Background: an optimization exercise with open tools, aiming at small area. Do not read the settings as production practice.
At most, simulation tests tie the RTL to the original design; equivalence was not proved.
Function not checked in runs 2 to 4: the RTL went through the layout flow alone.
Power is estimated from default activity; no workload was simulated.

--- config.mk ---
export PLATFORM = sky130hd
export DESIGN_NAME = myModule
export DESIGN_NICKNAME = myModule
export VERILOG_FILES = /design/flow/design.v
export SDC_FILE = /design/flow/constraint.sdc
export NUM_CORES = 8
export LEC_CHECK = 0
export CAP_MARGIN = 20
export CORE_MARGIN = 2
export CORE_UTILIZATION = 55
export PLACE_DENSITY = 0.65
export SLEW_MARGIN = 20
export SYNTH_MEMORY_MAX_BITS = 16384
--- constraint.sdc ---
create_clock -name core_clock -period 10.0 [get_ports {clk}]
set_input_delay 2.0000 -clock core_clock [delete_from_list [all_inputs] [get_ports {clk}]]
set_output_delay 2.0000 -clock core_clock [all_outputs]
set_load 0.01 [all_outputs]
--- design.v ---
module myModule (clk, reset,
		red_input, green_input, blue_input,
		x_pos, y_pos,
		f_val, d_val,
		data_out1, data_out2, hist_out, cumhist_out,
		grey_check, grey_delayed,
		yLine25, yLine50, yLine75);
	input clk, f_val, d_val, reset;
	input [11:0] red_input, green_input, blue_input;
	input [15:0] x_pos;
	input [15:0] y_pos;
	output [15:0] data_out1, data_out2;
	output [19:0] hist_out, cumhist_out;
	output reg [11:0] grey_check;
	output reg [11:0] grey_delayed;
	output reg [7:0] yLine25, yLine50, yLine75;
	reg [11:0] grey;
	always @(posedge clk) begin
		grey <= (red_input + green_input + blue_input) / 3;
		grey_check <= grey;
		grey_delayed <= grey_check;
	end
	assign data_out1 = {1'b0, grey[11:7], grey[11:2]};
	assign data_out2 = {1'b0, grey[6:2], grey[11:2]};
	reg in_frame;      
	reg pix_val;       
	reg sweeping;      
	reg publishing;    
	reg [7:0] k;       
	wire frame_end = reset & in_frame & ~f_val;
	reg [19:0] build [0:255];
	wire [7:0] baddr = sweeping ? k : grey[11:4];
	wire [19:0] bcount = build[baddr];
	always @(posedge clk) begin
		if (pix_val | sweeping)
			build[baddr] <= sweeping ? 20'd0 : bcount + 20'd1;
	end
	reg [20*256-1:0] ring;
	wire [19:0] stage0 = ring[19:0];
	wire [19:0] prevc = (k == 8'd0) ? 20'd0 : stage0;
	wire [19:0] cnext = prevc + bcount;
	always @(posedge clk)
		ring <= {ring[20*255-1:0], (sweeping & publishing) ? cnext : ring[20*256-1 -: 20]};
	always @(posedge clk) begin
		if (!reset) begin
			in_frame <= 1'b0;
			pix_val <= 1'b0;
			sweeping <= 1'b1;
			publishing <= 1'b0;
			k <= 8'd0;
			yLine25 <= 8'd0;
			yLine50 <= 8'd0;
			yLine75 <= 8'd0;
		end else begin
			in_frame <= f_val;
			pix_val <= in_frame & f_val & d_val;
			if (frame_end) begin
				sweeping <= 1'b1;
				publishing <= 1'b1;
				k <= 8'd0;
			end else begin
				k <= k + 8'd1;
				if (k == 8'd255) begin
					sweeping <= 1'b0;
					publishing <= 1'b0;
				end
			end
			if (sweeping & publishing) begin
				if (prevc <= 20'd96000 && cnext > 20'd96000) yLine25 <= k;
				if (prevc <= 20'd192000 && cnext > 20'd192000) yLine50 <= k;
				if (prevc <= 20'd288000 && cnext > 20'd288000) yLine75 <= k;
			end
		end
	end
	reg [7:0] pos;      
	reg a_zero;
	always @(posedge clk) begin
		pos <= k - y_pos[7:0];
		a_zero <= (y_pos[7:0] == 8'd0);
	end
	wire [6:0] oidx = pos[7:1];
	wire [6:0] eidx = pos[7:1] + {6'd0, pos[0]};
	wire [19:0] ev = ring[{eidx, 1'b0}*20 +: 20];
	wire [19:0] od = ring[{oidx, 1'b1}*20 +: 20];
	wire [19:0] c_a  = pos[0] ? od : ev;
	wire [19:0] c_am = a_zero ? 20'd0 : (pos[0] ? ev : od);
	assign cumhist_out = c_a;
	assign hist_out = c_a - c_am;
endmodule
--- run.sh ---
#!/bin/bash
# synth_recipe.tcl (not shown) runs the flow's synth.tcl, then flattens the netlist and writes it again
# the make line also repeats each setting of config.mk as NAME=value (left out here)
make -C /OpenROAD-flow-scripts/flow DESIGN_CONFIG=/design/flow/config.mk WORK_HOME=/design/flow/orfs CLKGATE_MAP_FILE= SYNTH_SCRIPT=/design/flow/synth_recipe.tcl finish
==> metrics.md, run 1 <==
| Metric | Value |
|---|---|
| Status | `finished clean` |
| Min-delay src | `ring[388]` |
| Yosys top cell by area | `edfxtp_1` |
| CP delay by family, top | `compound AO/OA/AOI/OAI gates` |
| DR iter-0 viols | `19,900` |
| Final Wtd Congestion | `0.874` |
| Tcrit/Tclk final | `0.970` |
| Number of nets in the layout | `19,600` |
| P&R area growth vs syn | `14.4%` |
| Crit-path max FO | `59` |
| Setup CP Type | `flip-flop to output port` |
| Die width | `791 microns` |
| PortBufs | `165` |
| Vias in the first global route | `181,000` |
| Num CTS Buffers | `957` |
| Max Cap Viol | `0` |
| Std-Cell Rows | `289` |
| Yosys warnings | `1` |
| Ports | `192` |
| Lkg Pwr | `0.126 uW` |
| Cell variety after synth | `91` |
| Worst Hold Path EP | `ring[408]` |
| Slowest stage delay, CP | `0.83 ns` |
| Hold depth | `0` |
| CTS HTree Levels | `6` |
| Ranking of synthesized cells by area | `edfxtp_1 (45%), dfxtp_1 (31%), mux4_2 (13%)` |
| Post-synth EDFFs | `5,120` |
| Filler instances | `42,900` |
| Startpoint types | `flip-flop` |
| Sequential element share of the synthesized area | `0.757` |
| DP HPWL | `525,000 microns` |
| Dpl cells | `26,600` |
| Post-route insts no fill | `28,400` |
| DIE AREA | `0.626 sq mm` |
| Crit path DAT | `7.70 ns` |
| Async SR Flop Fraction | `0` |
| CP bufs+invs | `4` |
| Pre-antenna DRT Iters | `7` |
| Final Hold Violating Endpoints | `0` |
| Antenna violations before repair | `23` |
| Root Buffer Master | `clkbuf_16` |
| Total global-route track usage | `0.283` |
| Gate Count Post-Synth | `18,700` |
| PwrDens | `232 mW/mm^2` |
| Required time of the critical path | `8.00 ns` |
| Slew Viols, Final | `0` |
| Sink Count | `10,300` |
| Clock Skews | `0.108 ns` |
| Prevailing post-synth register cell | `dfxtp_1` |
| Worst skew pair latency | `1.20 ns` |
| Via count | `179,000` |
| CTS max path bufs | `4` |
| Routed Antenna Nets | `0` |
| RR Startpoint | `k[0]` |
| R2R Path End | `yLine25[6]` |
| R2r setup slk | `0.43 ns` |
| Worst Setup End Kind | `output port` |
| Worst vdd ir | `225 uV` |
| CTS tree | `built` |
| Post-Syn Area | `0.341 sq mm` |
| Yosys top cell area share | `0.451` |
| Clock transition at the registers of the reported paths | `0.06 ns` |
| First-pass GRT wire length | `1,290,000 microns` |
| # setup viols final | `0` |
| RSZ-0062 raised after global routing | `false` |
| DR WL/cell | `31.7 microns` |
| Critical-path top delay cell | `a21oi_1` |
| Layout cells sized above 1 | `0.229` |
| Core Util, Final | `0.630` |
| Yosys reg bits | `10,300` |
| Worst Hold Class | `flip-flop to flip-flop` |
| Largest net degree at the start of global routing | `225` |
| Most common library cells after synthesis | `dfxtp_1 (5,201), edfxtp_1 (5,120), mux4_2 (1,925)` |
| R2r worst-path depth | `29` |
| Global route overflow | `0` |
| Die Ht | `791 microns` |
| Fmax | `103 MHz` |
| Crit-path most repeated cell | `a21oi_1` |
| Cell with the most instances after synthesis | `dfxtp_1` |
| Initial core utilization | `0.551` |
| Detailed-route vias per instance | `6.31` |
| Routed WL | `900,000 microns` |
| Avg Synthesized Cell Area | `18.3 sq um` |
| Rel. slew slack | `0.154` |
| Core ar. | `0.618 sq mm` |
| Worst Tran Pin Value | `1.27 ns` |
| DR DRC count | `0` |
| Final min period | `9.70 ns` |
## power breakdown
group | switching, uW | internal, uW
Combinational | 5610 | 3840
Clock | 15600 | 21000
Sequential | 227 | 44300
Total | 21500 | 69100
## through the flow
step	total power [uW]	cell area [sq um]	TNS (ns)	hold slack [ns]	setup WS (ns)
floorplan	51200	341000	-3264.10	0.310	-1.07
global placement	54600	357000	0	0.316	0.242
detailed placement	54600	357000	0	0.313	0.349
CTS	91000	390000	0	0.322	0.0511
global route	93100	390000	0	0.321	0.00353
finish	90600	390000	0	0.317	0.300
## worst max-delay path by stage
stage	from	to	slack (ns)	depth (start not counted)
3_3_place_gp	pos[1]	hist_out[19]	0.24	28
3_5_place_dp	pos[1]	hist_out[18]	0.35	26
6_report	pos[1]	hist_out[18]	0.30	26
2_1_floorplan	sweeping	build[0][7]	-1.07	19
5_1_grt	k[0]	yLine25[2]	0.004	29
4_1_cts	pos[1]	hist_out[19]	0.05	23
## per-layer routing
metal	routed length, microns	up-vias	part of all wire	global-route usage
met4	44400	14	0.049	0.121
met3	73200	1719	0.081	0.0470
met5	97	-	0.00011	0
met2	424000	8234	0.47	0.452
met1	358000	93200	0.40	0.390
li1	-	76000	-	-
## layout by cell type (no fill, tap or decap), types with 148 or more instances in the layout
cell / count
nor4_1: 167
a22oi_1: 1731
mux2i_1: 353
buf_4: 674
clkdlybuf4s50_1: 160
clkbuf_16: 981
dfxtp_1: 5192
clkbuf_1: 192
mux4_2: 1925
o221ai_1: 148
nor2_1: 158
nand2_1: 162
a21oi_1: 1025
clkinv_2: 173
edfxtp_1: 5120
o22ai_1: 232
nor2_2: 215
## what timing repair did
action | 4_1_cts | 5_1_grt
setup buffers | 14 | 6
setup endpoints to repair | 9 | 10
pin swaps | 6 | 8
gates cloned | 14 | 0
gates resized for setup | 58 | 18
hold buffers | 0 | 0
## logic make-up after synthesis
family,share of synthesized area
simple gates,0.0149
mux,0.138
compound gates,0.0703
xor+xnor,0.00180
buf+inv,0.0149
other cells,0.0000110
fa+ha+maj,0.00325
flops,0.757
## flip-flops by register name, indices dropped and copies added, names as in the netlist, 8 cells and up
register	flops
ring	5120
grey_check	12
yLine75	8
yLine25	8
build	5120
grey_delayed	12
k	8
yLine50	8
pos	8
grey	12
## layout make-up
class	instances	area [sq um]	share of cell area
Sequential cell	10300	258000	0.662
Multi-Input combinational cell	7087	79600	0.204
Clock buffer	1290	26900	0.0689
Tap cell	8148	10200	0.0262
Timing Repair Buffer	994	10000	0.0257
Clock inverter	477	4880	0.0125
Inverter	76	293	0.000751
Antenna cell	13	32.5	0.0000835
==> run 2: changes to the inputs <==
==> design.v (replaced) <==
module myModule (clk, reset,
		red_input, green_input, blue_input,
		x_pos, y_pos,
		f_val, d_val,
		data_out1, data_out2, hist_out, cumhist_out,
		grey_check, grey_delayed,
		yLine25, yLine50, yLine75);
	input clk, f_val, d_val, reset;
	input [11:0] red_input, green_input, blue_input;
	input [15:0] x_pos;
	input [15:0] y_pos;
	output [15:0] data_out1, data_out2;
	output [19:0] hist_out, cumhist_out;
	output reg [11:0] grey_check;
	output reg [11:0] grey_delayed;
	output reg [7:0] yLine25, yLine50, yLine75;
	localparam K = 4;
	localparam L = 16;
	localparam R = 16;
	localparam HW = 13;
	localparam NS = 15;
	reg [11:0] grey;
	always @(posedge clk) begin
		grey <= (red_input + green_input + blue_input) / 3;
		grey_check <= grey;
		grey_delayed <= grey_check;
	end
	assign data_out1 = {1'b0, grey[11:7], grey[11:2]};
	assign data_out2 = {1'b0, grey[6:2], grey[11:2]};
	reg in_frame;      
	reg pix_val;       
	reg sweeping;      
	reg publishing;    
	reg req_pub;       
	reg [7:0] k;       
	wire frame_end = reset & in_frame & ~f_val;
	wire [3:0] ph = k[3:0];
	wire gclr = sweeping & (k == 8'd255);
	wire [7:0] pbin = grey[11:4];
	reg [3:0] lo [0:255];
	reg [255:0] pd;
	reg [HW*L-1:0] ring [0:R-1];
	wire [HW-1:0] hsum [0:R-1];
	wire [R-1:0] ovf_req;
	wire [R-1:0] ovf_gnt;
	reg [7:0] tag [0:NS-1];
	reg [3:0] nsl;     
	genvar gb, gr;
	generate
		for (gb = 0; gb < 256; gb = gb + 1) begin : g_bin
			wire inc = pix_val & (pbin == gb);
			wire [3:0] lov = lo[gb];
			wire carry = inc & (&lov);
			always @(posedge clk) begin
				if (gclr) lo[gb] <= 4'd0;
				else if (inc) lo[gb] <= lo[gb] + 1'b1;
				pd[gb] <= carry | (pd[gb] & (ph != (gb % L)));
			end
		end
		for (gr = 0; gr < R; gr = gr + 1) begin : g_ring
			wire [L-1:0] pdr = pd[gr*L +: L];
			assign hsum[gr] = ring[gr][HW*L-1 -: HW] + pdr[ph];
			assign ovf_req[gr] = hsum[gr][HW-1] & ~sweeping;
			wire clr = sweeping & (k[7:4] == gr);
			wire [HW-1:0] st = clr ? {HW{1'b0}} :
			                   {hsum[gr][HW-1] & ~ovf_gnt[gr], hsum[gr][HW-2:0]};
			always @(posedge clk)
				ring[gr] <= {ring[gr][HW*(L-1)-1:0], st};
		end
	endgenerate
	assign ovf_gnt = ovf_req & ~(ovf_req - 1'b1);
	reg [3:0] gnt_r;
	integer gi;
	always @* begin
		gnt_r = 4'd0;
		for (gi = 0; gi < R; gi = gi + 1)
			if (ovf_gnt[gi]) gnt_r = gnt_r | gi[3:0];
	end
	always @(posedge clk) begin
		if (gclr) nsl <= 4'd0;
		else if (|ovf_req) nsl <= nsl + 1'b1;
	end
	genvar gs;
	generate
		for (gs = 0; gs < NS; gs = gs + 1) begin : g_slot
			always @(posedge clk)
				if ((|ovf_req) && nsl == gs) tag[gs] <= {gnt_r, ph};
		end
	endgenerate
	wire [HW-1:0] hk = hsum[k[7:4]];
	reg [3:0] slots_k;
	integer si;
	always @* begin
		slots_k = {3'd0, hk[HW-1]};
		for (si = 0; si < NS; si = si + 1)
			if (si < nsl && tag[si] == k) slots_k = slots_k + 1'b1;
	end
	wire [19:0] bcount = {slots_k, hk[HW-2:0], lo[k]};
	reg [16*256-1:0] pring;
	reg [3:0] hacc;
	reg [8:0] mk [0:14];
	wire [19:0] prevc = (k == 8'd0) ? 20'd0 : {hacc, pring[15:0]};
	wire [19:0] cnext = prevc + bcount;
	always @(posedge clk)
		pring <= {pring[16*255-1:0], publishing ? cnext[15:0] : pring[16*256-1 -: 16]};
	genvar gv;
	generate
		for (gv = 1; gv <= 15; gv = gv + 1) begin : g_mk
			always @(posedge clk)
				if (publishing) begin
					if (cnext[19:16] < gv) mk[gv-1] <= {1'b0, k} + 9'd1;
					else if (k == 8'd0) mk[gv-1] <= 9'd0;
				end
		end
	endgenerate
	always @(posedge clk) begin
		if (publishing) hacc <= cnext[19:16];
		if (!reset) begin
			in_frame <= 1'b0;
			pix_val <= 1'b0;
			sweeping <= 1'b1;
			publishing <= 1'b0;
			req_pub <= 1'b0;
			k <= 8'd0;
			yLine25 <= 8'd0;
			yLine50 <= 8'd0;
			yLine75 <= 8'd0;
		end else begin
			in_frame <= f_val;
			pix_val <= in_frame & f_val & d_val;
			k <= k + 8'd1;
			if (k == 8'd255) begin
				sweeping <= req_pub | frame_end;
				publishing <= req_pub | frame_end;
				req_pub <= 1'b0;
			end else if (frame_end)
				req_pub <= 1'b1;
			if (publishing) begin
				if (prevc <= 20'd96000 && cnext > 20'd96000) yLine25 <= k;
				if (prevc <= 20'd192000 && cnext > 20'd192000) yLine50 <= k;
				if (prevc <= 20'd288000 && cnext > 20'd288000) yLine75 <= k;
			end
		end
	end
	reg [7:0] pos;      
	reg [7:0] ra;       
	always @(posedge clk) begin
		pos <= k - y_pos[7:0];
		ra <= y_pos[7:0];
	end
	wire [6:0] oidx = pos[7:1];
	wire [6:0] eidx = pos[7:1] + {6'd0, pos[0]};
	reg [15:0] ev, od;
	integer i;
	always @* begin
		ev = 16'd0;
		od = 16'd0;
		for (i = 0; i < 128; i = i + 1) begin
			ev = ev | (pring[(2*i)*16 +: 16] & {16{eidx == i}});
			od = od | (pring[(2*i+1)*16 +: 16] & {16{oidx == i}});
		end
	end
	reg [3:0] hi_a, hi_am;
	integer vi;
	always @* begin
		hi_a = 4'd0;
		hi_am = 4'd0;
		for (vi = 0; vi < 15; vi = vi + 1) begin
			if (mk[vi] <= {1'b0, ra}) hi_a = hi_a + 1'b1;
			if (mk[vi] < {1'b0, ra}) hi_am = hi_am + 1'b1;
		end
	end
	wire a_zero = (ra == 8'd0);
	wire [19:0] c_a  = {hi_a, pos[0] ? od : ev};
	wire [19:0] c_am = a_zero ? 20'd0 : {hi_am, pos[0] ? ev : od};
	assign cumhist_out = c_a;
	assign hist_out = c_a - c_am;
endmodule
--- a/config.mk
+++ b/config.mk
@@ -10,2 +10,5 @@
 export CORE_UTILIZATION = 55
+export CTS_CLUSTER_DIAMETER = 100
+export CTS_CLUSTER_SIZE = 40
+export GPL_TIMING_DRIVEN = 0
 export PLACE_DENSITY = 0.65
==> run 2 against run 1 <==
  * Area after synthesis shrank 23%
  * The flow now stops in global routing
  * Synthesized cell count grew 12%
==> metrics.md, run 2 <==
| Metric | Value |
|---|---|
| Status | `stopped before the end` |
| Stop stage | `global routing` |
| Run Error | `[ERROR GRT-0116] Global routing finished with congestion. Check the congestion regions in the DRC Viewer.` |
| Sequential element share of the synthesized area | `0.705` |
| CTS max path bufs | `4` |
| Post-Syn Area | `0.261 sq mm` |
| Ports | `192` |
| Post-synth EDFFs | `259` |
| Post-DP Area | `0.288 sq mm` |
| Yosys top cell area share | `0.675` |
| Die Ht | `693 microns` |
| Final Wtd Congestion | `1.29` |
| DP HPWL | `1,270,000 microns` |
| Yosys top cell by area | `dfxtp_1` |
| Most common library cells after synthesis | `dfxtp_1 (8,797), nor2_1 (1,926), nand2_1 (1,266)` |
| CTS HTree Levels | `5` |
| Avg Synthesized Cell Area | `12.5 sq um` |
| Std-Cell Rows | `252` |
| Yosys warnings | `5` |
| Vias in the first global route | `212,000` |
| First-pass GRT wire length | `2,280,000 microns` |
| Prevailing post-synth register cell | `dfxtp_1` |
| Largest net degree at the start of global routing | `42` |
| Cell with the most instances after synthesis | `dfxtp_1` |
| Root Buffer Master | `clkbuf_16` |
| Gate Count Post-Synth | `20,900` |
| PortBufs | `165` |
| Total global-route track usage | `0.732` |
| Global route overflow | `182` |
| Die width | `693 microns` |
| Initial core utilization | `0.553` |
| Yosys reg bits | `9,056` |
| Hold buffers post-CTS | `0` |
| Sink Count | `9,056` |
| Async SR Flop Fraction | `0` |
| Ranking of synthesized cells by area | `dfxtp_1 (68%), edfxtp_1 (3.0%), nor2_1 (2.8%)` |
| Num CTS Buffers | `277` |
| Cell variety after synth | `96` |
-- run 2: repair_timing --
item	4_1_cts
buffers inserted	140
setup endpoints to repair	347
pin swaps	75
gates cloned	22
resized for setup	325
-- run 2: kinds of logic after synthesis --
kind of cell | Yosys count | share of synthesized area
simple gates | 5125 | 0.0904
other cells | 1 | 0.0000144
flops | 9056 | 0.705
compound gates | 3653 | 0.106
mux | 274 | 0.0147
xor+xnor | 1245 | 0.0422
buf+inv | 994 | 0.0149
fa+ha+maj | 534 | 0.0261
-- run 2: layer usage --
layer	global-route usage	GRT overflow
met1	0.761	8
met2	0.860	85
met3	0.604	13
met4	0.657	76
met5	0.427	0
-- run 2: stage by stage --
stage	hold slack (ns)	total power, uW	cells	setup slack (ns)
floorplan	0.310	38800	20900	-2.97
global placement	0.309	40700	27300	-10.23
detailed placement	0.312	41100	27800	-7.58
CTS	0.276	56900	28300	-4.54
-- run 2: power groups by stage --
| stage | clock network (uW) | logic (uW) | registers [uW] |
|---|---|---|---|
| 2_1_floorplan | 0 | 1460 | 37300 |
| 4_1_cts | 16400 | 3860 | 36600 |
| 3_3_place_gp | 0 | 3230 | 37400 |
| 3_5_place_dp | 0 | 3700 | 37400 |
-- run 2: worst min path at each step --
stage	slack [ns]	cells after the start	to
2_1_floorplan	0.31	0	grey_check[0]
3_3_place_gp	0.31	0	ring[9][43]
3_5_place_dp	0.31	0	ring[14][204]
4_1_cts	0.28	0	ring[3][41]
==> run 3: changes to the inputs <==
--- a/config.mk
+++ b/config.mk
@@ -9,7 +9,6 @@
 export CORE_MARGIN = 2
-export CORE_UTILIZATION = 55
-export CTS_CLUSTER_DIAMETER = 100
-export CTS_CLUSTER_SIZE = 40
+export CORE_UTILIZATION = 65
+export CTS_CLUSTER_SIZE = 24
 export GPL_TIMING_DRIVEN = 0
-export PLACE_DENSITY = 0.65
+export PLACE_DENSITY = 0.75
 export SLEW_MARGIN = 20
==> run 3 against run 2 <==
  * The flow again stops in global routing
  * Synthesized cell count did not move
  * Area after synthesis did not move
==> metrics.md, run 3 <==
| Metric | Value |
|---|---|
| Status | `stopped before the end` |
| Stop stage | `global routing` |
| Run Error | `[ERROR GRT-0116] Global routing finished with congestion. Check the congestion regions in the DRC Viewer.` |
| Sequential element share of the synthesized area | `0.705` |
| Compound-Gate Fraction of Synth Area | `0.106` |
| Vias in the first global route | `262,000` |
| Yosys reg bits | `9,056` |
| Post-Syn Area | `0.261 sq mm` |
| Yosys top cell area share | `0.675` |
| Yosys top cell by area | `dfxtp_1` |
| Prevailing post-synth register cell | `dfxtp_1` |
| Die Ht | `637 microns` |
| Num CTS Buffers | `781` |
| Simple-gate portion of the synthesized area | `0.0904` |
| Cell with the most instances after synthesis | `dfxtp_1` |
| Global route overflow | `19,800` |
| Most common library cells after synthesis | `dfxtp_1 (8,797), nor2_1 (1,926), nand2_1 (1,266)` |
| Total global-route track usage | `0.962` |
| First-pass GRT wire length | `2,670,000 microns` |
| CTS HTree Levels | `6` |
| Final Wtd Congestion | `1.43` |
| Cell variety after synth | `96` |
| PortBufs | `165` |
| Yosys warnings | `5` |
| XOR/XNOR Fraction of Synth Area | `0.0422` |
| Async SR Flop Fraction | `0` |
| Std-Cell Rows | `232` |
| Main combinational cell family by area after synthesis | `compound AO/OA/AOI/OAI gates` |
| Ports | `192` |
| Root Buffer Master | `clkbuf_16` |
| DP HPWL | `1,180,000 microns` |
| Gate Count Post-Synth | `20,900` |
| Avg Synthesized Cell Area | `12.5 sq um` |
| Ranking of synthesized cells by area | `dfxtp_1 (68%), edfxtp_1 (3.0%), nor2_1 (2.8%)` |
| Mux cell area share after synthesis | `0.0147` |
| Initial core utilization | `0.653` |
| Post-synth EDFFs | `259` |
| Post-Synth Adder-Cell Area | `0.0261` |
| Sink Count | `9,056` |
| Largest net degree at the start of global routing | `20` |
| Die width | `637 microns` |
| CTS max path bufs | `4` |
-- run 3: logic make-up after synthesis --
family                   Yosys count
AO/OA/AOI/OAI                   3653
buffers and inverters            994
adder cells (fa/ha/maj)          534
AND/OR/NAND/NOR                 5125
multiplexers                     274
other                              1
flip-flops                      9056
XOR/XNOR                        1245
-- run 3: what timing repair did --
action / 4_1_cts
resized for setup: 356
hold buffers: 0
endpoints found under the setup margin: 350
gates cloned: 24
pin swaps: 75
buffers inserted: 128
-- run 3: per-layer routing --
layer | overflow | track usage
met5 | 309 | 0.740
met4 | 3173 | 0.939
met3 | 2632 | 0.879
met2 | 10300 | 1.09
met1 | 3399 | 0.937
-- run 3: power by group through the flow --
stage | Sequential, uW | Combinational, uW | Clock [uW]
floorplan | 37300 | 1460 | 0
global placement | 37400 | 3040 | 0
detailed placement | 37400 | 3490 | 0
CTS | 36600 | 3650 | 32700
-- run 3: through the flow --
step / cell area, sq um / std cells / TNS (ns) / setup slack, ns
3_5_place_dp: 285000 / 26800 / -2246.20 / -7.85
3_3_place_gp: 270000 / 26300 / -2496.05 / -8.28
4_1_cts: 315000 / 28400 / -1325.28 / -4.52
2_1_floorplan: 262000 / 20900 / -801.36 / -2.97
-- run 3: how the worst max path moves through the flow --
stage | startpoint | to | cells past startpoint
2_1_floorplan | k[0] | mk[0][0] | 67
3_3_place_gp | k[7] | yLine75[7] | 60
3_5_place_dp | k[2] | yLine75[4] | 67
4_1_cts | k[0] | mk[0][2] | 71
==> run 4: changes to the inputs <==
--- a/design.v
+++ b/design.v
@@ -21,2 +21,26 @@
 	localparam NS = 15;
+	function [3:0] popc16(input [15:0] x);
+		reg [1:0] a0, a1, a2, a3, a4, a5, a6, a7;
+		reg [2:0] b0, b1, b2, b3;
+		reg [3:0] c0, c1;
+		begin
+			a0 = x[0] + x[1];   a1 = x[2] + x[3];
+			a2 = x[4] + x[5];   a3 = x[6] + x[7];
+			a4 = x[8] + x[9];   a5 = x[10] + x[11];
+			a6 = x[12] + x[13]; a7 = x[14] + x[15];
+			b0 = a0 + a1; b1 = a2 + a3; b2 = a4 + a5; b3 = a6 + a7;
+			c0 = b0 + b1; c1 = b2 + b3;
+			popc16 = c0 + c1;
+		end
+	endfunction
+	function [3:0] therm(input [15:0] t);
+		reg [3:0] n;
+		begin
+			n[3] = t[8];
+			n[2] = n[3] ? t[12] : t[4];
+			n[1] = t[{n[3:2], 2'b10}];
+			n[0] = t[{n[3:1], 1'b1}];
+			therm = n;
+		end
+	endfunction
 	reg [11:0] grey;
@@ -90,9 +114,8 @@
 	wire [HW-1:0] hk = hsum[k[7:4]];
-	reg [3:0] slots_k;
+	reg [NS-1:0] hit;
 	integer si;
-	always @* begin
-		slots_k = {3'd0, hk[HW-1]};
+	always @*
 		for (si = 0; si < NS; si = si + 1)
-			if (si < nsl && tag[si] == k) slots_k = slots_k + 1'b1;
-	end
+			hit[si] = (si < nsl) && (tag[si] == k);
+	wire [3:0] slots_k = popc16({hit, hk[HW-1]});
 	wire [19:0] bcount = {slots_k, hk[HW-2:0], lo[k]};
@@ -105,2 +128,8 @@
 		pring <= {pring[16*255-1:0], publishing ? cnext[15:0] : pring[16*256-1 -: 16]};
+	reg pub_d;
+	reg [2:0] done;
+	wire [8:0] kk = {pub_d & ~publishing, k};
+	wire [7:0] km1 = k - 8'd1;
+	wire pub_first = publishing & ~pub_d;
+	wire [19:0] cprev = {hacc, pring[15:0]};
 	genvar gv;
@@ -109,6 +138,4 @@
 			always @(posedge clk)
-				if (publishing) begin
-					if (cnext[19:16] < gv) mk[gv-1] <= {1'b0, k} + 9'd1;
-					else if (k == 8'd0) mk[gv-1] <= 9'd0;
-				end
+				if (pub_first) mk[gv-1] <= 9'd0;
+				else if (pub_d && hacc < gv) mk[gv-1] <= kk;
 		end
@@ -122,2 +149,3 @@
 			publishing <= 1'b0;
+			pub_d <= 1'b0;
 			req_pub <= 1'b0;
@@ -130,2 +158,3 @@
 			pix_val <= in_frame & f_val & d_val;
+			pub_d <= publishing;
 			k <= k + 8'd1;
@@ -137,6 +166,7 @@
 				req_pub <= 1'b1;
-			if (publishing) begin
-				if (prevc <= 20'd96000 && cnext > 20'd96000) yLine25 <= k;
-				if (prevc <= 20'd192000 && cnext > 20'd192000) yLine50 <= k;
-				if (prevc <= 20'd288000 && cnext > 20'd288000) yLine75 <= k;
+			if (pub_first) done <= 3'b000;
+			else if (pub_d) begin
+				if (!done[0] && cprev > 20'd96000) begin yLine25 <= km1; done[0] <= 1'b1; end
+				if (!done[1] && cprev > 20'd192000) begin yLine50 <= km1; done[1] <= 1'b1; end
+				if (!done[2] && cprev > 20'd288000) begin yLine75 <= km1; done[2] <= 1'b1; end
 			end
@@ -152,22 +182,16 @@
 	wire [6:0] eidx = pos[7:1] + {6'd0, pos[0]};
-	reg [15:0] ev, od;
-	integer i;
-	always @* begin
-		ev = 16'd0;
-		od = 16'd0;
-		for (i = 0; i < 128; i = i + 1) begin
-			ev = ev | (pring[(2*i)*16 +: 16] & {16{eidx == i}});
-			od = od | (pring[(2*i+1)*16 +: 16] & {16{oidx == i}});
-		end
-	end
-	reg [3:0] hi_a, hi_am;
+	wire [15:0] ev = pring[{eidx, 1'b0}*16 +: 16];
+	wire [15:0] od = pring[{oidx, 1'b1}*16 +: 16];
+	reg [15:0] ta, tam;
 	integer vi;
 	always @* begin
-		hi_a = 4'd0;
-		hi_am = 4'd0;
+		ta[0] = 1'b1;
+		tam[0] = 1'b1;
 		for (vi = 0; vi < 15; vi = vi + 1) begin
-			if (mk[vi] <= {1'b0, ra}) hi_a = hi_a + 1'b1;
-			if (mk[vi] < {1'b0, ra}) hi_am = hi_am + 1'b1;
-		end
-	end
+			ta[vi+1] = (mk[vi] <= {1'b0, ra});
+			tam[vi+1] = (mk[vi] < {1'b0, ra});
+		end
+	end
+	wire [3:0] hi_a = therm(ta);
+	wire [3:0] hi_am = therm(tam);
 	wire a_zero = (ra == 8'd0);
--- a/config.mk
+++ b/config.mk
@@ -9,6 +9,6 @@
 export CORE_MARGIN = 2
-export CORE_UTILIZATION = 65
-export CTS_CLUSTER_SIZE = 24
-export GPL_TIMING_DRIVEN = 0
-export PLACE_DENSITY = 0.75
+export CORE_UTILIZATION = 55
+export CTS_CLUSTER_DIAMETER = 70
+export CTS_CLUSTER_SIZE = 35
+export PLACE_DENSITY = 0.65
 export SLEW_MARGIN = 20
==> run 4 against run 3 <==
  * Now clean on timing, DRC and antenna
  * Synthesized cell count fell by 3.9%
  * Area after synthesis up 2.8%
==> metrics.md, run 4 <==
| Metric | Value |
|---|---|
| Status | `finished clean` |
| CP delay by family, top | `simple AND/OR/NAND/NOR gates` |
| Register area | `0.183 sq mm` |
| Sink Count | `9,060` |
| CTS tree | `built` |
| Cell depth of the worst setup path | `30` |
| Tcrit/Tclk final | `0.978` |
| Async SR Flop Fraction | `0` |
| Fmax | `102 MHz` |
| R2r worst-path depth | `30` |
| PortBufs | `165` |
| Vias in the first global route | `151,000` |
| Initial core utilization | `0.552` |
| Yosys top cell by area | `dfxtp_1` |
| Die width | `702 microns` |
| Avg Synthesized Cell Area | `13.4 sq um` |
| Total global-route track usage | `0.317` |
| Worst Hold Class | `flip-flop to flip-flop` |
| Final Hold Violating Endpoints | `0` |
| Crit-path max FO | `40` |
| Yosys reg bits | `9,060` |
| Compound-Gate Fraction of Synth Area | `0.0541` |
| Startpoint types | `flip-flop` |
| Antenna violations before repair | `73` |
| Crit path DAT | `10.58 ns` |
| Ranking of synthesized cells by area | `dfxtp_1 (67%), mux4_2 (9.0%), mux2i_1 (2.3%)` |
| CTS max path bufs | `4` |
| Worst vdd ir | `201 uV` |
| Yosys top cell area share | `0.667` |
| Hold buffers post-CTS | `0` |
| DR DRC count | `0` |
| Slowest stage delay, CP | `0.99 ns` |
| Num CTS Buffers | `428` |
| Detailed-route vias per instance | `5.84` |
| RR Startpoint | `k[1]` |
| Layout cells sized above 1 | `0.126` |
| Simple-gate portion of the synthesized area | `0.0725` |
| Prevailing post-synth register cell | `dfxtp_1` |
| Largest net degree at the start of global routing | `183` |
| Core Util, Final | `0.610` |
| Yosys warnings | `5` |
| Number of nets in the layout | `20,800` |
| Area of the multi-input gates | `0.0818 sq mm` |
| Setup CP Type | `flip-flop to flip-flop` |
| PwrDens | `222 mW/mm^2` |
| Ports | `192` |
| R2r setup slk | `0.22 ns` |
| Global route overflow | `0` |
| Post-Synth Adder-Cell Area | `0.0244` |
| CTS HTree Levels | `5` |
| Pre-antenna DRT Iters | `9` |
| Mux cell area share after synthesis | `0.115` |
| Post-Syn Area | `0.268 sq mm` |
| Worst setup path end | `hacc[3]` |
| Most common library cells after synthesis | `dfxtp_1 (8,933), nor2_1 (1,653), nand2_1 (1,469)` |
| Crit-path most repeated cell | `a21oi_1` |
| P&R area growth vs syn | `10.6%` |
| Routed WL | `797,000 microns` |
| Biggest regs | `pring (4096), ring (3328), lo (1024)` |
| Gate Count Post-Synth | `20,100` |
| Core ar. | `0.486 sq mm` |
| Dpl cells | `26,200` |
| Root Buffer Master | `clkbuf_16` |
| Lkg Pwr | `0.115 uW` |
| Setup TNS | `0 ns` |
| R2R Path End | `hacc[3]` |
| Post-route insts no fill | `27,100` |
| Commonest non-fill, non-tap cell in the layout | `dfxtp_1` |
| Post-synth EDFFs | `127` |
| Filler instances | `38,000` |
| Final min period | `9.78 ns` |
| Cell with the most instances after synthesis | `dfxtp_1` |
| Worst Tran Pin Value | `1.36 ns` |
| Die Ht | `702 microns` |
| Critical-path top delay cell | `dfxtp_4` |
| Crit. Startpoint | `k[1]` |
| First-pass GRT wire length | `1,120,000 microns` |
| Commonest cells after routing, fill and taps aside | `dfxtp_1 (8,916), nor2_1 (1,636), nand2_1 (1,432)` |
| Clock Skews | `0.0980 ns` |
| CP bufs+invs | `2` |
| DR iter-0 viols | `17,400` |
| DR WL/cell | `29.4 microns` |
| Worst Setup End Kind | `flip-flop` |
| Rel. slew slack | `0.0937` |
| Max reg flops | `4,096` |
| Clock transition at the registers of the reported paths | `0.12 ns` |
| Slew Viols, Final | `0` |
| Max Cap Viol | `0` |
| Largest register by flop count | `pring` |
| # setup viols final | `0` |
| Cell variety after synth | `90` |
| Routed Antenna Nets | `0` |
| Final Wtd Congestion | `1.07` |
| Sequential element share of the synthesized area | `0.681` |
| XOR/XNOR Fraction of Synth Area | `0.0372` |
| Std-Cell Rows | `256` |
| Required time of the critical path | `10.79 ns` |
| Main combinational cell family by area after synthesis | `multiplexers` |
| Hold depth | `0` |
| DP HPWL | `551,000 microns` |
| Worst skew pair latency | `1.09 ns` |
| DIE AREA | `0.493 sq mm` |
| Via count | `158,000` |
[run 4: how the worst min path moves through the flow]
stage	slack [ns]	endpoint	start
after global routing	0.25	ring[1][154]	ring[1][141]
after CTS	0.27	ring[1][154]	ring[1][141]
after global placement	0.31	ring[4][152]	ring[4][139]
after detailed placement	0.31	ring[10][205]	ring[10][192]
after floorplan	0.31	grey_check[0]	grey[0]
final	0.29	ring[1][154]	ring[1][141]
[run 4: layout make-up]
cell class | instances | share of cell area
diodes | 36 | 0.000304
well taps | 6450 | 0.0272
multi-input cells | 9937 | 0.276
inverters | 112 | 0.00144
clock buffers | 459 | 0.0374
repair buffers | 718 | 0.0237
clock inverters | 322 | 0.0174
flip-flops and latches | 9060 | 0.617
[run 4: layer usage]
layer,part of all wire,wire length [microns],GRT usage
met1,0.44,353000,0.458
met2,0.41,328000,0.453
met3,0.086,68700,0.0675
met4,0.059,47100,0.154
met5,0.00035,277,0
[run 4: logic make-up after synthesis]
logic type | after synthesis
fa+ha+maj | 507
compound gates | 2163
simple gates | 4405
xor+xnor | 1139
mux | 1721
other cells | 1
buf+inv | 1078
flops | 9060
[run 4: where the power goes]
group / total [uW] / leakage [uW] / switching [uW] / internal (uW)
combinational: 6750 / 0.0343 / 4100 / 2660
sequential: 36500 / 0.0730 / 250 / 36300
clock: 22500 / 0.00777 / 13000 / 9540
total: 65800 / 0.115 / 17300 / 48500
[run 4: through the flow]
step,total power (uW),instance area (sq um),hold WS (ns),setup WS [ns]
final,65800,296000,0.285,0.215
after global routing,67800,296000,0.253,-0.0390
after global placement,43700,279000,0.310,-0.255
after floorplan,41200,268000,0.310,0.963
after detailed placement,43800,279000,0.312,-0.102
after CTS,66000,296000,0.272,-0.130
[run 4: repair_timing]
action / in CTS / in global routing
setup buffers: 20 / 7
setup endpoints to repair: 9 / 8
resized for setup: 54 / 52
gates cloned: 8 / 7
pin swaps: 12 / 17
[run 4: worst register-to-register path, delay by kind of cell (launching register included)]
kind / cells / cell delay, ns
AO/OA/AOI/OAI: 17 / 3.10
flip-flops: 1 / 0.99
AND/OR/NAND/NOR: 8 / 3.98
XOR/XNOR: 1 / 0.08
buffers and inverters: 2 / 0.54
adder cells (fa/ha/maj): 2 / 0.86
==> run 5: changes to the inputs <==
--- a/design.v
+++ b/design.v
@@ -124,11 +124,14 @@
 	reg [8:0] mk [0:14];
-	wire [19:0] prevc = (k == 8'd0) ? 20'd0 : {hacc, pring[15:0]};
-	wire [19:0] cnext = prevc + bcount;
+	reg [19:0] bq;
+	reg pub1;
+	always @(posedge clk) bq <= bcount;
+	wire [19:0] prevc = (k == 8'd1) ? 20'd0 : {hacc, pring[15:0]};
+	wire [19:0] cnext = prevc + bq;
 	always @(posedge clk)
-		pring <= {pring[16*255-1:0], publishing ? cnext[15:0] : pring[16*256-1 -: 16]};
+		pring <= {pring[16*255-1:0], pub1 ? cnext[15:0] : pring[16*256-1 -: 16]};
 	reg pub_d;
 	reg [2:0] done;
-	wire [8:0] kk = {pub_d & ~publishing, k};
-	wire [7:0] km1 = k - 8'd1;
-	wire pub_first = publishing & ~pub_d;
+	wire [8:0] kk = {pub_d & ~pub1, k - 8'd1};
+	wire [7:0] km2 = k - 8'd2;
+	wire pub_first = pub1 & ~pub_d;
 	wire [19:0] cprev = {hacc, pring[15:0]};
@@ -143,3 +146,3 @@
 	always @(posedge clk) begin
-		if (publishing) hacc <= cnext[19:16];
+		if (pub1) hacc <= cnext[19:16];
 		if (!reset) begin
@@ -150,2 +153,3 @@
 			pub_d <= 1'b0;
+			pub1 <= 1'b0;
 			req_pub <= 1'b0;
@@ -158,3 +162,4 @@
 			pix_val <= in_frame & f_val & d_val;
-			pub_d <= publishing;
+			pub1 <= publishing;
+			pub_d <= pub1;
 			k <= k + 8'd1;
@@ -168,5 +173,5 @@
 			else if (pub_d) begin
-				if (!done[0] && cprev > 20'd96000) begin yLine25 <= km1; done[0] <= 1'b1; end
-				if (!done[1] && cprev > 20'd192000) begin yLine50 <= km1; done[1] <= 1'b1; end
-				if (!done[2] && cprev > 20'd288000) begin yLine75 <= km1; done[2] <= 1'b1; end
+				if (!done[0] && cprev > 20'd96000) begin yLine25 <= km2; done[0] <= 1'b1; end
+				if (!done[1] && cprev > 20'd192000) begin yLine50 <= km2; done[1] <= 1'b1; end
+				if (!done[2] && cprev > 20'd288000) begin yLine75 <= km2; done[2] <= 1'b1; end
 			end
@@ -177,3 +182,3 @@
 	always @(posedge clk) begin
-		pos <= k - y_pos[7:0];
+		pos <= k - y_pos[7:0] - 8'd1;
 		ra <= y_pos[7:0];
@@ -182,4 +187,17 @@
 	wire [6:0] eidx = pos[7:1] + {6'd0, pos[0]};
-	wire [15:0] ev = pring[{eidx, 1'b0}*16 +: 16];
-	wire [15:0] od = pring[{oidx, 1'b1}*16 +: 16];
+	wire [7:0] esel = 8'd1 << eidx[2:0];
+	wire [7:0] osel = 8'd1 << oidx[2:0];
+	reg [16*16-1:0] egrp, ogrp;
+	integer gi2, gj;
+	always @* begin
+		egrp = {16*16{1'b0}};
+		ogrp = {16*16{1'b0}};
+		for (gi2 = 0; gi2 < 16; gi2 = gi2 + 1)
+			for (gj = 0; gj < 8; gj = gj + 1) begin
+				egrp[gi2*16 +: 16] = egrp[gi2*16 +: 16] | (pring[(2*(8*gi2+gj))*16 +: 16] & {16{esel[gj]}});
+				ogrp[gi2*16 +: 16] = ogrp[gi2*16 +: 16] | (pring[(2*(8*gi2+gj)+1)*16 +: 16] & {16{osel[gj]}});
+			end
+	end
+	wire [15:0] ev = egrp[eidx[6:3]*16 +: 16];
+	wire [15:0] od = ogrp[oidx[6:3]*16 +: 16];
 	reg [15:0] ta, tam;
==> flow/run.sh (new file) <==
#!/bin/bash
cp standard.sh standard_sh_copy.log
cp config.mk config_copy.log
export CTS_ARGS="-sink_clustering_enable -repair_clock_nets -dont_use_dummy_load -sink_clustering_size 30 -sink_clustering_max_diameter 80"
bash standard.sh > standard.log 2>&1
==> standard.sh (new file) <==
#!/bin/bash
# synth_recipe.tcl (not shown) runs the flow's synth.tcl, then flattens the netlist and writes it again
# the make line also repeats each setting of config.mk as NAME=value (left out here)
make -C /OpenROAD-flow-scripts/flow DESIGN_CONFIG=/design/flow/config.mk WORK_HOME=/design/flow/orfs CLKGATE_MAP_FILE= SYNTH_SCRIPT=/design/flow/synth_recipe.tcl "${@:-finish}"
--- a/config.mk
+++ b/config.mk
@@ -10,4 +10,2 @@
 export CORE_UTILIZATION = 55
-export CTS_CLUSTER_DIAMETER = 70
-export CTS_CLUSTER_SIZE = 35
 export PLACE_DENSITY = 0.65
removed: run.sh
==> run 5 against run 4 <==
  * Worst hold slack lost 0.0085 ns
  * Global-route usage is 0.92 points higher
  * Combinational power shrank 4.3%
  * Design area shrank 4.0%
==> metrics.md, run 5 <==
| Metric | Value |
|---|---|
| Worst vdd ir | `180 uV` |
| Max Cap Viol | `0` |
| Status | `finished clean` |
| Largest register by flop count | `pring` |
| Crit-path most repeated cell | `buf_4` |
| Async SR Flop Fraction | `0` |
| DR iter-0 viols | `21,700` |
| Clock transition at the registers of the reported paths | `0.11 ns` |
| Slowest stage delay, CP | `0.38 ns` |
| Critical-path top delay cell | `dfxtp_4` |
| Post-Syn Area | `0.263 sq mm` |
| Prevailing post-synth register cell | `dfxtp_1` |
| Slew Viols, Final | `0` |
| CTS HTree Levels | `5` |
| # setup viols final | `0` |
| Pre-antenna DRT Iters | `11` |
| CTS tree | `built` |
| Routed WL | `818,000 microns` |
| Yosys warnings | `5` |
| DIE AREA | `0.484 sq mm` |
| Filler instances | `38,800` |
| Final Wtd Congestion | `1.09` |
| DR DRC count | `0` |
| Ports | `192` |
| Crit-path max FO | `22` |
| Most common library cells after synthesis | `dfxtp_1 (8,954), nor2_1 (1,803), nand2_1 (1,539)` |
| Core Util, Final | `0.595` |
| Worst Setup End Kind | `output port` |
| RR Startpoint | `k[0]` |
| Detailed-route vias per instance | `6.07` |
| Ranking of synthesized cells by area | `dfxtp_1 (68%), a22oi_1 (3.7%), nor2_1 (2.6%)` |
| Setup CP Type | `flip-flop to output port` |
| Biggest regs | `pring (4096), ring (3328), lo (1024)` |
| Final setup margin | `0.215 ns` |
| Core ar. | `0.478 sq mm` |
| Std-Cell Rows | `254` |
| Worst skew pair latency | `1.15 ns` |
| Crit. Startpoint | `pos[1]` |
| Worst setup path end | `hist_out[18]` |
| Dpl cells | `27,700` |
| Vias in the first global route | `160,000` |
| Number of nets in the layout | `22,300` |
| Setup WS pre-CTS | `-0.443 ns` |
| Yosys reg bits | `9,081` |
| Avg Synthesized Cell Area | `12.1 sq um` |
| Cell with the most instances after synthesis | `dfxtp_1` |
| Post-route insts no fill | `28,200` |
| Yosys top cell by area | `dfxtp_1` |
| Via count | `171,000` |
| Commonest non-fill, non-tap cell in the layout | `dfxtp_1` |
| First-pass GRT wire length | `1,150,000 microns` |
| Sink Count | `9,081` |
| P&R area growth vs syn | `7.99%` |
| Num CTS Buffers | `364` |
| Rel. slew slack | `0.143` |
| Startpoint types | `flip-flop` |
| Cell variety after synth | `99` |
| Worst Tran Pin Value | `1.27 ns` |
| Hold buffers post-CTS | `0` |
| Lkg Pwr | `0.108 uW` |
| Setup TNS | `0 ns` |
| Gate Count Post-Synth | `21,800` |
| Clock Skews | `0.187 ns` |
| Sequential element share of the synthesized area | `0.695` |
| R2R Path End | `bq[18]` |
| CTS max path bufs | `4` |
| Largest net degree at the start of global routing | `204` |
| Routed Antenna Nets | `0` |
| DP HPWL | `531,000 microns` |
| Antenna violations before repair | `75` |
| RSZ-0062 raised after global routing | `true` |
| R2r worst-path depth | `23` |
| Max reg flops | `4,096` |
| Final Hold Violating Endpoints | `0` |
| Die Ht | `696 microns` |
| Final min period | `9.78 ns` |
| Tcrit/Tclk final | `0.978` |
| Die width | `696 microns` |
| Post-synth EDFFs | `127` |
| PwrDens | `212 mW/mm^2` |
| Crit path DAT | `7.78 ns` |
| Global route overflow | `0` |
| Initial core utilization | `0.551` |
| Layout cells sized above 1 | `0.0652` |
| Fmax | `102 MHz` |
| Worst Hold Class | `flip-flop to flip-flop` |
| DR WL/cell | `29.0 microns` |
| PortBufs | `165` |
| R2r setup slk | `1.26 ns` |
| Total global-route track usage | `0.326` |
| Yosys top cell area share | `0.681` |
| Root Buffer Master | `clkbuf_16` |
| Required time of the critical path | `8.00 ns` |
| Commonest cells after routing, fill and taps aside | `dfxtp_1 (8,937), nor2_1 (1,780), nand2_1 (1,517)` |
==> run 5: changes by cell type after synthesis, moves of 150 or more <==
cell | before | now
mux2i_1 | 623 | 292
mux4_2 | 1076 | 117
a22oi_1 | 264 | 1310
nor2_1 | 1653 | 1803
nand4_1 | 588 | 920
o221ai_1 | 223 | 10
clkbuf_1 | 700 | 905
o21ai_0 | 371 | 649
a22o_1 | 43 | 298
a221oi_1 | 39 | 303
==> run 5: layer usage <==
layer | routed length, microns | global-route usage | up-vias
li1 | - | - | 76200
met1 | 349000 | 0.464 | 83900
met2 | 335000 | 0.469 | 8828
met3 | 86300 | 0.0760 | 1874
met4 | 47100 | 0.154 | 28
met5 | 240 | 0 | -
==> run 5: logic make-up after synthesis <==
| family | Yosys count | synth area share |
|---|---|---|
| simple gates | 5163 | 0.0890 |
| flops | 9081 | 0.695 |
| other cells | 1 | 0.0000142 |
| fa+ha+maj | 510 | 0.0250 |
| mux | 523 | 0.0260 |
| xor+xnor | 1144 | 0.0381 |
| buf+inv | 1293 | 0.0190 |
| compound gates | 4068 | 0.108 |
==> run 5: through the flow <==
step	hold WS, ns	power, uW	instance area [sq um]
6_report	0.276	60200	284000
2_1_floorplan	0.310	40300	263000
5_1_grt	0.260	61800	284000
3_3_place_gp	0.309	43400	274000
4_1_cts	0.207	60000	284000
3_5_place_dp	0.312	43400	274000
==> run 5: report_power, final <==
part,leakage [uW],switching [uW],internal (uW)
combinational,0.0308,4520,1940
clock,0.00449,10600,6560
sequential,0.0731,246,36400
total,0.108,15300,44900
==> run 5: worst min-delay path by stage <==
stage | from | to | slack [ns] | cells after the start
6_report | ring[13][77] | ring[13][90] | 0.28 | 0
5_1_grt | ring[15][12] | ring[15][25] | 0.26 | 0
4_1_cts | ring[10][90] | ring[10][103] | 0.21 | 0
3_5_place_dp | ring[0][180] | ring[0][193] | 0.31 | 0
3_3_place_gp | ring[3][85] | ring[3][98] | 0.31 | 0
2_1_floorplan | grey[0] | grey_check[0] | 0.31 | 0
==> run 5: layout make-up <==
cell class	count	area, sq um	area share
multi-input cells	11400	76300	0.268
well taps	6400	8010	0.0282
inverters	120	450	0.00158
diodes	33	82.6	0.000290
repair buffers	744	7330	0.0258
clock buffers	364	9110	0.0320
flip-flops and latches	9081	183000	0.644
==> run 5: worst max-delay path: cells and delay by family, from the launching register on <==
kind            cells  cell delay [ns]
compound gates     18             2.64
buf+inv             9             1.68
simple gates        8             0.90
fa+ha+maj           3             0.82
flops               1             0.38
mux                 1             0.15
xor+xnor            1             0.14
==> run 5: what timing repair did <==
action	CTS	global route
pin swaps	21	52
resized for setup	94	96
setup endpoints to repair	9	7
buffers inserted	21	30
gates cloned	4	6
==> run 6: changes to the inputs <==
--- a/design.v
+++ b/design.v
@@ -120,3 +120,13 @@
 	wire [3:0] slots_k = popc16({hit, hk[HW-1]});
-	wire [19:0] bcount = {slots_k, hk[HW-2:0], lo[k]};
+	wire [7:0] lsel = 8'd1 << k[2:0];
+	reg [4*32-1:0] lgrp;
+	integer li, lj;
+	always @* begin
+		lgrp = {4*32{1'b0}};
+		for (li = 0; li < 32; li = li + 1)
+			for (lj = 0; lj < 8; lj = lj + 1)
+				lgrp[li*4 +: 4] = lgrp[li*4 +: 4] | (lo[8*li+lj] & {4{lsel[lj]}});
+	end
+	wire [3:0] lo_k = lgrp[k[7:3]*4 +: 4];
+	wire [19:0] bcount = {slots_k, hk[HW-2:0], lo_k};
 	reg [16*256-1:0] pring;
==> flow/run.sh (replaced) <==
#!/bin/bash
export CTS_ARGS="-sink_clustering_enable -repair_clock_nets -dont_use_dummy_load -sink_clustering_size 40 -sink_clustering_max_diameter 50"
bash standard.sh > standard.log 2>&1
==> run 6 against run 5 <==
  * Still clean on timing, DRC and antenna
  * Utilization is 1.2 points higher
  * Global-route usage is 5.0 points lower
  * Via count down 4.7%
  * Wire length down 16%
  * Cell count is 0.85% lower
  * Area after synthesis decreased by 0.58%
  * Worst setup slack got worse by 0.052 ns
  * Maximum frequency shrank 0.53%
  * Design area is 1.3% higher
  * Synthesized cell count down 1.5%
  * Critical path depth shrank 7
  * Combinational power is 0.6% higher
  * Critical path type unchanged
==> metrics.md, run 6 <==
| Metric | Value |
|---|---|
| Status | `finished clean` |
| Required time of the critical path | `8.00 ns` |
| First-pass GRT wire length | `1,010,000 microns` |
| Die Ht | `694 microns` |
| Via count | `163,000` |
| Clock transition at the registers of the reported paths | `0.10 ns` |
| CTS tree | `built` |
| # setup viols final | `0` |
| Simple-gate portion of the synthesized area | `0.0859` |
| Largest register by flop count | `pring` |
| Global route overflow | `0` |
| Ports | `192` |
| Max Cap Viol | `0` |
| Tcrit/Tclk final | `0.984` |
| P&R area growth vs syn | `10.0%` |
| Initial core utilization | `0.552` |
| Ranking of synthesized cells by area | `dfxtp_1 (68%), a22oi_1 (3.6%), nor2_1 (2.6%)` |
| Worst skew pair latency | `1.08 ns` |
| Rel. slew slack | `0.188` |
| Yosys warnings | `5` |
| Core ar. | `0.475 sq mm` |
| Routed met3 length | `53,500 microns` |
| Total global-route track usage | `0.276` |
| Detailed-route vias per instance | `5.83` |
| Largest net degree at the start of global routing | `210` |
| Mux cell area share after synthesis | `0.0279` |
| Cell variety after synth | `102` |
| Crit-path max FO | `11` |
| Core Util, Final | `0.607` |
| Filler instances | `37,600` |
| Avg Synthesized Cell Area | `12.2 sq um` |
| Root Buffer Master | `clkbuf_16` |
| Sequential element share of the synthesized area | `0.699` |
| DR WL/cell | `24.6 microns` |
| Worst vdd ir | `201 uV` |
| DIE AREA | `0.482 sq mm` |
| Die width | `694 microns` |
| CTS HTree Levels | `6` |
| Worst Setup End Kind | `output port` |
| Commonest cells after routing, fill and taps aside | `dfxtp_1 (8,937), nor2_1 (1,776), nand2_1 (1,600)` |
| Worst setup path end | `hist_out[19]` |
| Startpoint types | `flip-flop` |
| Prevailing post-synth register cell | `dfxtp_1` |
| Post-Syn Area | `0.262 sq mm` |
| Lkg Pwr | `0.111 uW` |
| Slowest stage delay, CP | `0.63 ns` |
| Setup CP Type | `flip-flop to output port` |
| Routed WL | `688,000 microns` |
| XOR/XNOR Fraction of Synth Area | `0.0381` |
| Sink Count | `9,081` |
| DR iter-0 viols | `15,600` |
| R2r worst-path depth | `23` |
| Final Wtd Congestion | `0.864` |
| Final min period | `9.84 ns` |
| Hold buffers post-CTS | `0` |
| Dpl cells | `27,300` |
| Slew Viols, Final | `0` |
| Most common library cells after synthesis | `dfxtp_1 (8,954), nor2_1 (1,795), nand2_1 (1,611)` |
| Antenna violations before repair | `35` |
| Commonest non-fill, non-tap cell in the layout | `dfxtp_1` |
| Async SR Flop Fraction | `0` |
| PortBufs | `165` |
| Biggest regs | `pring (4096), ring (3328), lo (1024)` |
| Met2 Wirelength | `299,000 microns` |
| Cell with the most instances after synthesis | `dfxtp_1` |
| Clock Skews | `0.111 ns` |
| R2R Path End | `bq[18]` |
| Max reg flops | `4,096` |
| Top layer in use | `met5` |
| Routed Antenna Nets | `0` |
| DP HPWL | `423,000 microns` |
| Post-Synth Adder-Cell Area | `0.0253` |
| R2r setup slk | `1.74 ns` |
| Number of nets in the layout | `22,200` |
| DR DRC count | `0` |
| M1 wire length | `312,000 microns` |
| Compound-Gate Fraction of Synth Area | `0.105` |
| Main combinational cell family by area after synthesis | `compound AO/OA/AOI/OAI gates` |
| Critical-path top delay cell | `mux4_2` |
| Std-Cell Rows | `253` |
| Setup WS pre-CTS | `-0.420 ns` |
| Layout cells sized above 1 | `0.0735` |
| Worst Hold Slack | `0.274 ns` |
| Fmax | `102 MHz` |
| PwrDens | `225 mW/mm^2` |
| Design Power | `64,800 uW` |
| Worst Hold Class | `flip-flop to flip-flop` |
| Final setup margin | `0.163 ns` |
| Num CTS Buffers | `589` |
| Gate Count Post-Synth | `21,500` |
| Crit path DAT | `7.84 ns` |
| RR Startpoint | `k[0]` |
| Post-synth EDFFs | `127` |
| Crit. Startpoint | `pos[1]` |
| Pre-antenna DRT Iters | `11` |
| Post-route insts no fill | `27,900` |
| CTS max path bufs | `4` |
| Vias in the first global route | `157,000` |
| Crit-path most repeated cell | `o21ai_2` |
| Yosys top cell area share | `0.685` |
| RSZ-0062 raised after global routing | `true` |
| Final Hold Violating Endpoints | `0` |
| Worst Tran Pin Value | `1.22 ns` |
| Yosys top cell by area | `dfxtp_1` |
| Yosys reg bits | `9,081` |
-- run 6: cell types whose count changed after synthesis, sizes merged, moves of 32 or more --
| cell | change |
|---|---|
| clkbuf | -32 |
| a22oi | -53 |
| nor3 | -46 |
| a221oi | +36 |
| nand2 | +72 |
| o22ai | -105 |
| a222oi | +99 |
| a22o | -46 |
| nand4 | -51 |
| mux2i | -33 |
| nor4 | -39 |
| a32oi | -99 |
-- run 6: how the worst min path moves through the flow --
stage / cells past startpoint / end / slack [ns] / from
global route: 0 / ring[11][64] / 0.26 / ring[11][51]
global placement: 0 / ring[5][113] / 0.31 / ring[5][100]
detailed placement: 0 / ring[0][166] / 0.31 / ring[0][153]
floorplan: 0 / grey_check[0] / 0.31 / grey[0]
finish: 0 / ring[11][47] / 0.27 / ring[11][34]
CTS: 0 / ring[11][47] / 0.27 / ring[11][34]
-- run 6: final cells by class --
| type | instances | area (sq um) | share of cell area |
|---|---|---|---|
| multi-input combinational | 11100 | 74700 | 0.259 |
| antenna | 18 | 45.0 | 0.000156 |
| sequential | 9081 | 183000 | 0.636 |
| tap | 6247 | 7820 | 0.0271 |
| clock buffer | 589 | 14700 | 0.0512 |
| inverter | 117 | 442 | 0.00153 |
| timing repair buffer | 718 | 7160 | 0.0248 |
-- run 6: timing repair --
action | 4_1_cts | 5_1_grt
resized for setup | 65 | 47
setup buffers | 27 | 4
cloned | 4 | 4
pin swaps | 21 | 14
setup endpoints to repair | 10 | 7
-- run 6: per-stage QoR --
step	TNS, ns	area, sq um
2_1_floorplan	0	262000
3_3_place_gp	-0.935	272000
3_5_place_dp	-0.429	272000
4_1_cts	0	288000
5_1_grt	-0.285	288000
6_report	0	288000
-- run 6: logic make-up (layout without fill, tap and decap cells) --
kind of cell | Yosys count | count (layout)
flops | 9081 | 9081
other cells | 1 | 20
fa+ha+maj | 513 | 513
simple gates | 5026 | 5027
buf+inv | 1244 | 1424
compound gates | 3930 | 3930
xor+xnor | 1138 | 1138
mux | 534 | 534
-- run 6: worst max-delay path, delay by kind of cell, from the launching register on --
family / cells / cell delay (ns)
compound gates: 18 / 2.77
xor+xnor: 2 / 0.54
flops: 1 / 0.38
fa+ha+maj: 3 / 0.71
mux: 1 / 0.63
simple gates: 3 / 0.65
buf+inv: 6 / 1.07
-- run 6: layer usage --
layer / track usage / up-vias
met1: 0.400 / 80100
met3: 0.0441 / 1214
met2: 0.422 / 6123
li1: - / 75400
met5: 0 / -
met4: 0.0884 / 6
-- run 6: power breakdown --
| part | total, uW | internal, uW | switching, uW |
|---|---|---|---|
| registers | 36600 | 36400 | 227 |
| logic | 6500 | 2000 | 4500 |
| clock network | 21700 | 10400 | 11300 |
| total | 64800 | 48800 | 16000 |
==> run 7: changes to the inputs <==
==> flow/run.sh (replaced) <==
#!/bin/bash
export CTS_ARGS="-sink_clustering_enable -repair_clock_nets -dont_use_dummy_load -sink_clustering_size 30 -sink_clustering_max_diameter 70"
bash standard.sh > standard.log 2>&1
==> run 7 against run 6 <==
  * Still clean on timing, DRC and antenna
  * Cell count fell by 0.58%
  * Power fell by 5.2%
  * Critical path depth fell by 6
  * Synthesized cell count did not move
  * Global-route usage fell by 0.11 points
  * Worst hold slack got worse by 0.010 ns
  * Critical path type unchanged
  * Highest routed layer unchanged
==> metrics.md, run 7 <==
| Metric | Value |
|---|---|
| Status | `finished clean` |
| Worst skew pair latency | `1.06 ns` |
| Worst Hold Class | `flip-flop to flip-flop` |
| CTS max path bufs | `4` |
| Final min period | `9.79 ns` |
| Worst vdd ir | `179 uV` |
| Biggest regs | `pring (4096), ring (3328), lo (1024)` |
| Compound-Gate Fraction of Synth Area | `0.105` |
| Largest net degree at the start of global routing | `210` |
| P&R area growth vs syn | `8.49%` |
| Routed WL | `685,000 microns` |
| Setup CP Type | `flip-flop to output port` |
| Final Hold Violating Endpoints | `0` |
| Final Wtd Congestion | `0.864` |
| Pre-antenna DRT Iters | `9` |
| Routed Antenna Nets | `0` |
| Worst Setup End Kind | `output port` |
| DP HPWL | `423,000 microns` |
| Post-Synth Adder-Cell Area | `0.0253` |
| Detailed-route vias per instance | `5.82` |
| Total global-route track usage | `0.274` |
| Via count | `162,000` |
| Crit path DAT | `7.79 ns` |
| Mux cell area share after synthesis | `0.0279` |
| Design Power | `61,400 uW` |
| Rel. slew slack | `0.213` |
| Cell with the most instances after synthesis | `dfxtp_1` |
| Required time of the critical path | `8.00 ns` |
| Die Ht | `694 microns` |
| Antenna violations before repair | `31` |
| Main combinational cell family by area after synthesis | `compound AO/OA/AOI/OAI gates` |
| RSZ-0062 raised after global routing | `true` |
| Worst Tran Pin Value | `1.17 ns` |
| Filler instances | `38,000` |
| Post-synth EDFFs | `127` |
| Lkg Pwr | `0.109 uW` |
| Crit-path max FO | `83` |
| Root Buffer Master | `clkbuf_16` |
| CTS HTree Levels | `5` |
| Max reg flops | `4,096` |
| Vias in the first global route | `156,000` |
| Core ar. | `0.475 sq mm` |
| Prevailing post-synth register cell | `dfxtp_1` |
| Clock Skews | `0.108 ns` |
| # setup viols final | `0` |
| Number of nets in the layout | `22,100` |
| Std-Cell Rows | `253` |
| Max Cap Viol | `0` |
| Layout cells sized above 1 | `0.0670` |
| Commonest non-fill, non-tap cell in the layout | `dfxtp_1` |
| Sink Count | `9,081` |
| Ranking of synthesized cells by area | `dfxtp_1 (68%), a22oi_1 (3.6%), nor2_1 (2.6%)` |
| Simple-gate portion of the synthesized area | `0.0859` |
| Yosys top cell by area | `dfxtp_1` |
| Initial core utilization | `0.552` |
| DR DRC count | `0` |
| PwrDens | `216 mW/mm^2` |
| Setup WS pre-CTS | `-0.420 ns` |
| Num CTS Buffers | `428` |
| XOR/XNOR Fraction of Synth Area | `0.0381` |
| Commonest cells after routing, fill and taps aside | `dfxtp_1 (8,937), nor2_1 (1,776), nand2_1 (1,599)` |
| Yosys top cell area share | `0.685` |
| Global route overflow | `0` |
| DR WL/cell | `24.7 microns` |
| Fmax | `102 MHz` |
| Sequential element share of the synthesized area | `0.699` |
| PortBufs | `165` |
| Tcrit/Tclk final | `0.979` |
| DR iter-0 viols | `16,300` |
| Async SR Flop Fraction | `0` |
| Yosys reg bits | `9,081` |
| Ports | `192` |
| Cell variety after synth | `102` |
| CTS tree | `built` |
| Setup TNS | `0 ns` |
| Slew Viols, Final | `0` |
| Gate Count Post-Synth | `21,500` |
| Most common library cells after synthesis | `dfxtp_1 (8,954), nor2_1 (1,795), nand2_1 (1,611)` |
| Avg Synthesized Cell Area | `12.2 sq um` |
| Clock transition at the registers of the reported paths | `0.10 ns` |
| Largest register by flop count | `pring` |
| Startpoint types | `flip-flop` |
| Final setup margin | `0.205 ns` |
| Post-Syn Area | `0.262 sq mm` |
| DIE AREA | `0.482 sq mm` |
| Die width | `694 microns` |
| First-pass GRT wire length | `1,000,000 microns` |
| Yosys warnings | `5` |
## run 7: cell counts after synthesis
Identical to the previous run, type by type.
## run 7: cells by family after synthesis
kind of cell,count (synthesis)
fa+ha+maj,513
simple gates,5026
flops,9081
xor+xnor,1138
compound gates,3930
buf+inv,1244
mux,534
other cells,1
## run 7: worst paths after layout
check / cells after the start / slack, ns / from / end
setup / recovery: 27 / 0.21 / pos[1] / hist_out[19]
hold / removal: 0 / 0.26 / ring[8][151] / ring[8][164]
setup reg to reg: 23 / 1.77 / k[0] / bq[18]
hold reg to reg: 0 / 0.26 / ring[8][151] / ring[8][164]
## run 7: critical path, cell delays in order, from the launching register on
cell and delay (ns):
dfxtp_4 0.37, ha_4 0.17, ha_4 0.19, xnor2_4 0.14
nor3_2 0.16, buf_4 0.16, buf_12 0.19, buf_12 0.41
buf_8 0.47, buf_4 0.55, a22oi_1 0.19, nand4_1 0.16
o21ai_0 0.10, o21ai_0 0.35, mux4_2 0.31, or2_2 0.11
o211ai_1 0.09, ha_1 0.48, nand3_1 0.15, nand2_1 0.06
a41o_1 0.24, buf_12 0.16, o41ai_4 0.23, o21bai_1 0.10
a21oi_1 0.15, xor2_1 0.31, buf_4 0.17, clkdlybuf4s15_1 0.23
## run 7: through the flow
step / instance area [sq um] / utilization / std cells / hold WS (ns)
floorplan: 262000 / - / 21500 / 0.310
global placement: 272000 / 0.574 / 27300 / 0.310
detailed placement: 272000 / 0.574 / 27300 / 0.312
CTS: 284000 / 0.598 / 27700 / 0.270
global route: 284000 / 0.599 / 27700 / 0.266
finish: 284000 / 0.599 / 27800 / 0.265
## run 7: what timing repair did
item | in CTS | in global routing
setup buffers | 36 | 3
setup endpoints to repair | 9 | 7
endpoints found under the hold margin | 0 | 0
pin swaps | 21 | 16
hold buffers | 0 | 0
resized for setup | 75 | 38
cloned | 6 | 3
## run 7: per-layer routing
layer | up-vias | GRT usage | routed length, microns
met3 | 1113 | 0.0393 | 51300
met2 | 5862 | 0.421 | 297000
met1 | 79700 | 0.401 | 312000
met5 | - | 0 | 29
met4 | 4 | 0.0877 | 24100
li1 | 75000 | - | -
## run 7: area by class of cell
cell class	count	area, sq um	share of cell area
Clock buffer	428	10700	0.0377
Multi-Input combinational cell	11100	74700	0.263
Timing Repair Buffer	727	7250	0.0255
Antenna cell	8	20.0	0.0000705
Tap cell	6247	7820	0.0275
Sequential cell	9081	183000	0.645
Inverter	117	442	0.00155
## run 7: report_power, final
part,switching (uW),internal [uW],total (uW)
logic,4500,2020,6520
registers,227,36400,36600
clock network,10700,7620,18300

==> static timing again, ports no longer ideal <==
Ports are ideal in the flow. The routed layouts listed here were re-timed in OpenROAD.
Step 1 sets driving cells, clkbuf_16 on the clock port and buf_2 on the other inputs (assumed; they add their load-dependent delay and slew).
Step 2 also shifts input and output timing later by t, the mid clock arrival at the registers, as if the neighbouring blocks saw the same clock.
Slacks: ideal / step 1 / step 2; pairs: ideal / step 1.
run	shift t [ns]	setup WS [ns]	hold slack, ns	clock arrival spread, ns
run 1	1.285	0.300 / 0.164 / 0.429	0.317 / 0.317 / 0.317	0.108 / 0.107
run 4	1.167	0.215 / 0.114 / 0.215	0.285 / 0.285 / 0.285	0.103 / 0.103
run 5	1.195	0.215 / 0.079 / 0.189	0.276 / 0.276 / 0.276	0.189 / 0.189
run 6	1.155	0.163 / 0.046 / 0.652	0.274 / 0.274 / 0.274	0.128 / 0.129
run 7	1.126	0.205 / 0.085 / 0.671	0.265 / 0.265 / 0.265	0.111 / 0.111
After both steps setup and hold are still met in every run listed. For run 5, which loses most, drivers alone change the setup slack by -0.136 ns; drivers and shift together by -0.026 ns.
